Context: an optimization exercise on an open-source flow, tuned for small area, a short achievable clock period and few clock cycles per item. The choices shown serve that exercise and are no tape-out recipe.
RTL that was checked went through simulation tests only; none was proved equivalent to the original.
Power and IR drop assume default switching activity.

Setup of v6:
==> flow/design.v <==
module suma_fp(input clk, input rst, input start, input [31:0] A, B, output [31:0] Y, output done);
wire        sA = A[31], sB = B[31];
wire [7:0]  eA = A[30:23], eB = B[30:23];
wire [23:0] mA = {1'b1, A[22:0]}, mB = {1'b1, B[22:0]};
wire [8:0]  de    = {1'b0, eA} - {1'b0, eB};
wire        e_lt  = de[8];                    
wire [7:0]  d     = de[7:0] ^ {8{e_lt}};
wire [23:0] Xm    = e_lt ? mB : mA;           
wire [23:0] Zm    = e_lt ? {1'b0, mA[23:1]} : mB;    
wire [7:0]  ex    = e_lt ? eB : eA;
wire        xs    = e_lt ? sB : sA;
wire        zs    = e_lt ? sA : sB;
wire        big   = |d[7:5];
wire        far   = big | (d[4] & d[3]) | (e_lt & d[4] & d[2] & d[1] & d[0]);
wire [23:0] Zs    = big ? 24'd0 : (Zm >> d[4:0]);
wire        sub   = sA ^ sB;
wire        q     = sub & zs & far;
wire [23:0] opa = Xm;
wire [23:0] opb = Zs ^ {24{sub}};
wire [23:0] g0  = opa & opb;
wire [23:0] p0  = opa ^ opb;
wire [23:0] G [0:5];
wire [23:0] P [0:5];
assign G[0] = g0;
assign P[0] = p0;
genvar l, k;
generate
  for (l = 0; l < 5; l = l + 1) begin : lv
    for (k = 0; k < 24; k = k + 1) begin : bt
      if ((k >> l) & 1) begin : cmb
        localparam integer J = ((k >> l) << l) - 1;
        assign G[l+1][k] = G[l][k] | (P[l][k] & G[l][J]);
        assign P[l+1][k] = P[l][k] & P[l][J];
      end else begin : pas
        assign G[l+1][k] = G[l][k];
        assign P[l+1][k] = P[l][k];
      end
    end
  end
endgenerate
wire        cout = G[5][23];
wire        eac  = sub & ~q & cout;
wire [23:0] cy   = {G[5][22:0] | (P[5][22:0] & {23{eac}}), eac};
wire [23:0] S    = p0 ^ cy ^ {24{inv}};      
wire        inv  = sub & (q | ~cout);
wire        neg  = sub ? (q | (cout ? xs : zs)) : sA;
reg [24:0] r_q;       
reg [7:0]  e1_q;      
reg        neg_q;
reg        done_q;
always @(posedge clk) begin
  r_q    <= {~sub & cout, S};
  e1_q   <= ex + 8'd1;
  neg_q  <= neg;
  done_q <= start & ~rst;
end
wire [24:0] rm = r_q;
reg [4:0] lz;
integer i;
always @* begin
  lz = 5'd25;
  for (i = 0; i < 25; i = i + 1)
    if (rm[i]) lz = 5'd24 - i[4:0];
end
wire [24:0] nrm  = rm << lz;
wire        zero = ~|rm;
wire [7:0]  eo   = e1_q - {3'd0, lz};
assign Y    = {neg_q & ~zero, eo & {8{~zero}}, nrm[23:1]};
assign done = done_q;
endmodule
==> flow/config.mk <==
export PLATFORM = sky130hd
export DESIGN_NAME = suma_fp
export DESIGN_NICKNAME = suma_fp
export VERILOG_FILES = /design/flow/design.v
export SDC_FILE = /design/flow/constraint.sdc
export NUM_CORES = 4
export LEC_CHECK = 0
export ABC_AREA = 1
export CAP_MARGIN = 0
export CORE_MARGIN = 2
export CORE_UTILIZATION = 75
export CTS_BUF_LIST = sky130_fd_sc_hd__clkbuf_4
export PLACE_DENSITY = 0.9
export SLEW_MARGIN = 0
==> flow/constraint.sdc <==
create_clock -name core_clock -period 20.0 [get_ports {clk}]
set_input_delay 4.0000 -clock core_clock [delete_from_list [all_inputs] [get_ports {clk}]]
set_output_delay 4.0000 -clock core_clock [all_outputs]
set_load 0.01 [all_outputs]
standard.sh (not shown) runs the stock make flow with config.mk's settings and CLKGATE_MAP_FILE= SYNTH_SCRIPT=/design/flow/synth_recipe.tcl, a recipe that flattens the netlist after the stock synthesis.
==> flow/flow/run.sh <==
#!/bin/bash
set -e
export BUFFER_PORTS_ARGS="-buffer_cell sky130_fd_sc_hd__buf_1"
export SETUP_SLACK_MARGIN=10.5
bash standard.sh > standard.log 2>&1
v6 completed; timing, DRC and antenna clean
--- input diff v6..v7 ---
diff --git a/flow/design.v b/flow/design.v
--- a/flow/design.v
+++ b/flow/design.v
@@ -1,8 +1,9 @@
 module suma_fp(input clk, input rst, input start, input [31:0] A, B, output [31:0] Y, output done);
 wire        sA = A[31], sB = B[31];
 wire [7:0]  eA = A[30:23], eB = B[30:23];
 wire [23:0] mA = {1'b1, A[22:0]}, mB = {1'b1, B[22:0]};
+wire        sub = sA ^ sB;
 wire [8:0]  de    = {1'b0, eA} - {1'b0, eB};
 wire        e_lt  = de[8];                    
 wire [7:0]  d     = de[7:0] ^ {8{e_lt}};
 wire [23:0] Xm    = e_lt ? mB : mA;           
@@ -12,17 +13,14 @@
 wire        zs    = e_lt ? sA : sB;
 wire        big   = |d[7:5];
 wire        far   = big | (d[4] & d[3]) | (e_lt & d[4] & d[2] & d[1] & d[0]);
 wire [23:0] Zs    = big ? 24'd0 : (Zm >> d[4:0]);
-wire        sub   = sA ^ sB;
 wire        q     = sub & zs & far;
-wire [23:0] opa = Xm;
-wire [23:0] opb = Zs ^ {24{sub}};
-wire [23:0] g0  = opa & opb;
-wire [23:0] p0  = opa ^ opb;
+wire [23:0] opa = Xm ^ {24{sub}};
+wire [23:0] p0  = opa ^ Zs;
 wire [23:0] G [0:5];
 wire [23:0] P [0:5];
-assign G[0] = g0;
+assign G[0] = opa & Zs;
 assign P[0] = p0;
 genvar l, k;
 generate
   for (l = 0; l < 5; l = l + 1) begin : lv
@@ -38,24 +36,26 @@
     end
   end
 endgenerate
 wire        cout = G[5][23];
-wire        eac  = sub & ~q & cout;
+wire        eac  = sub & (q | cout);
 wire [23:0] cy   = {G[5][22:0] | (P[5][22:0] & {23{eac}}), eac};
-wire [23:0] S    = p0 ^ cy ^ {24{inv}};      
-wire        inv  = sub & (q | ~cout);
-wire        neg  = sub ? (q | (cout ? xs : zs)) : sA;
+wire [23:0] S    = p0 ^ cy;
+wire        inv  = sub & ~q & ~cout;
+wire        neg  = sub ? (q | (cout ? zs : xs)) : sA;
 reg [24:0] r_q;       
+reg        inv_q;     
 reg [7:0]  e1_q;      
 reg        neg_q;
 reg        done_q;
 always @(posedge clk) begin
   r_q    <= {~sub & cout, S};
+  inv_q  <= inv;
   e1_q   <= ex + 8'd1;
   neg_q  <= neg;
   done_q <= start & ~rst;
 end
-wire [24:0] rm = r_q;
+wire [24:0] rm = {r_q[24], r_q[23:0] ^ {24{inv_q}}};
 reg [4:0] lz;
 integer i;
 always @* begin
   lz = 5'd25;
Notes after the runs:
v7 completed; timing, DRC and antenna clean
v6 finished end to end and its layout was clean on timing, DRC and antenna.
In v7 relative to v6, total power had gone down by more than 10%.
v7 has fraction of power spent switching nets below what v6 had.
Changes observed in v7 relative to v6: routed wire length fell by 3.5 mm, final layout net count went down, number of cells produced by synthesis went down by 66, global-route wire length before repair fell by 4.4 mm, via count -1017.
Cmp v6 and v7 / setup slack / higher: v6
Looking at final instance area, v7 sits 4.4% lower than v6 does.
v6 ended up with r_q[3] as its termination of the worst setup path; v7 ended up with r_q[18].
Function was not checked in any run of this note: the RTL went through the layout flow alone.

* * *

Another version of the RTL of suma_fp (not shown whole).
Size in the first run: roughly 36 flip-flops, about 100 I/O pins, roughly 6600 um^2 of cells after synthesis.
==> module suma_fp, before the edit <==
module suma_fp(input clk, input rst, input start, input [31:0] A, B, output [31:0] Y, output done);
wire        sA = A[31], sB = B[31];
wire [7:0]  eA = A[30:23], eB = B[30:23];
wire [23:0] mA = {1'b1, A[22:0]}, mB = {1'b1, B[22:0]};
wire        e_lt  = eA < eB;                  
wire [7:0]  d     = e_lt ? (eB - eA) : (eA - eB);
wire [23:0] Xm    = e_lt ? mB : mA;           
wire [23:0] Zm    = e_lt ? mA : mB;           
wire [7:0]  ex    = e_lt ? eB : eA;
wire        xs    = e_lt ? sB : sA;
wire        zs    = e_lt ? sA : sB;
wire        far   = d > 8'd23;
wire [23:0] Zs    = far ? 24'd0 : (Zm >> d[4:0]);
wire        sub   = sA ^ sB;
wire        q     = sub & zs & far;
wire [23:0] opa = Xm;
wire [23:0] opb = Zs ^ {24{sub}};
wire [23:0] g0  = opa & opb;
wire [23:0] p0  = opa ^ opb;
wire [23:0] G [0:5];
wire [23:0] P [0:5];
assign G[0] = g0;
assign P[0] = p0;
genvar l, k;
generate
  for (l = 0; l < 5; l = l + 1) begin : lv
    for (k = 0; k < 24; k = k + 1) begin : bt
      if ((k >> l) & 1) begin : cmb
        localparam integer J = ((k >> l) << l) - 1;
        assign G[l+1][k] = G[l][k] | (P[l][k] & G[l][J]);
        assign P[l+1][k] = P[l][k] & P[l][J];
      end else begin : pas
        assign G[l+1][k] = G[l][k];
        assign P[l+1][k] = P[l][k];
      end
    end
  end
endgenerate
wire        cout = G[5][23];
wire        eac  = sub & ~q & cout;
wire [23:0] cy   = {G[5][22:0] | (P[5][22:0] & {23{eac}}), eac};
wire [23:0] S    = p0 ^ cy;
wire        inv  = sub & (q | ~cout);
wire        neg  = sub ? (q | (cout ? xs : zs)) : sA;
reg [24:0] r_q;       
reg        inv_q;     
reg [7:0]  e1_q;      
reg        neg_q;
reg        done_q;
always @(posedge clk) begin
  r_q    <= {~sub & cout, S};
  inv_q  <= inv;
  e1_q   <= ex + 8'd1;
  neg_q  <= neg;
  done_q <= start & ~rst;
end
wire [24:0] rm = {r_q[24], r_q[23:0] ^ {24{inv_q}}};
reg [4:0] lz;
integer i;
always @* begin
  lz = 5'd25;
  for (i = 0; i < 25; i = i + 1)
    if (rm[i]) lz = 5'd24 - i[4:0];
end
wire [24:0] nrm  = rm << lz;
wire        zero = ~|rm;
wire [7:0]  eo   = e1_q - {3'd0, lz};
assign Y    = zero ? 32'd0 : {neg_q, eo, nrm[23:1]};
assign done = done_q;
endmodule
Settings: LEC_CHECK=0, ABC_AREA=1, CAP_MARGIN=20, CORE_MARGIN=2, CORE_UTILIZATION=40, PLACE_DENSITY=0.6, SLEW_MARGIN=20; clock period 20.0 ns.
==> flow/flow/run.sh <==
#!/bin/bash
set -e
export BUFFER_PORTS_ARGS="-buffer_cell sky130_fd_sc_hd__buf_1"
export SETUP_SLACK_MARGIN=10
bash standard.sh > standard.log 2>&1
Testbench counts at the start, summed over its fixed seeds: cycles 3,200, items 3,200.
Edit:
--- a/flow/design.v
+++ b/flow/design.v
@@ -2,15 +2,17 @@
 wire        sA = A[31], sB = B[31];
 wire [7:0]  eA = A[30:23], eB = B[30:23];
 wire [23:0] mA = {1'b1, A[22:0]}, mB = {1'b1, B[22:0]};
-wire        e_lt  = eA < eB;                  
-wire [7:0]  d     = e_lt ? (eB - eA) : (eA - eB);
+wire [8:0]  de    = {1'b0, eA} - {1'b0, eB};
+wire        e_lt  = de[8];                    
+wire [7:0]  d     = de[7:0] ^ {8{e_lt}};
 wire [23:0] Xm    = e_lt ? mB : mA;           
-wire [23:0] Zm    = e_lt ? mA : mB;           
+wire [23:0] Zm    = e_lt ? {1'b0, mA[23:1]} : mB;    
 wire [7:0]  ex    = e_lt ? eB : eA;
 wire        xs    = e_lt ? sB : sA;
 wire        zs    = e_lt ? sA : sB;
-wire        far   = d > 8'd23;
-wire [23:0] Zs    = far ? 24'd0 : (Zm >> d[4:0]);
+wire        big   = |d[7:5];
+wire        far   = big | (d[4] & d[3]) | (e_lt & d[4] & d[2] & d[1] & d[0]);
+wire [23:0] Zs    = big ? 24'd0 : (Zm >> d[4:0]);
 wire        sub   = sA ^ sB;
 wire        q     = sub & zs & far;
 wire [23:0] opa = Xm;
Final area goes down by 7.3%.
Die area decreases by 4.8%.
Combinational power came out higher by 2.7%.
Routed wire length goes down by 10%.
Global-route usage decreases by 0.48 points.
Critical path depth fell by 2.
First-iteration DRC count fell by 2.7%.
Via count shrinks by 6.5%.
Power went up by 3.4%.
Hold slack gets worse by 0.0050 ns.
Sequential share of layout area increases by 0.72 points.
Cell count drops by 6.6%.
Sequential cell count stays the same.
Testbench counts after the change, summed over its fixed seeds: cycles 3,200, items 3,200.

re-timing with driven ports:
No port has a modelled driver above. Below, the same layouts with a new extraction and two added sets of constraints. Step 1 (the two cells are an assumption about what drives the block):
set clk [get_ports {clk}]
set_driving_cell -lib_cell sky130_fd_sc_hd__clkbuf_16 $clk
set_driving_cell -lib_cell sky130_fd_sc_hd__buf_2 [delete_from_list [all_inputs] $clk]
Step 2 times the ports against the registers' clock, not the clock port: input delays grow and output delays shrink by t, the midpoint of the rising clock arrivals with the driver on. Slacks: no drivers / after step 1 / after step 2; pairs: no drivers / after step 1.
| run | t, ns | slack for setup (ns) | hold slack, ns | worst setup path after step 2 | cell pins on the clock port's net |
|---|---|---|---|---|---|
| v6 | 0.380 | 10.534 / 10.544 / 10.164 | 3.793 / 3.786 / 4.166 | input to register | 1 |
| v7 | 0.368 | 10.462 / 10.468 / 10.100 | 3.813 / 3.810 / 4.178 | input to register | 1 |
| the first run of note 2 | 0.306 | 10.327 / 10.341 / 10.035 | 3.871 / 3.859 / 4.166 | input to register | 1 |
| the second run of note 2 | 0.303 | 10.588 / 10.600 / 10.297 | 3.866 / 3.856 / 4.160 | input to register | 1 |
After both steps setup and hold are still met in every run listed. For v6, which loses most, drivers alone change the setup slack by +0.010 ns; drivers and shift together by -0.370 ns.
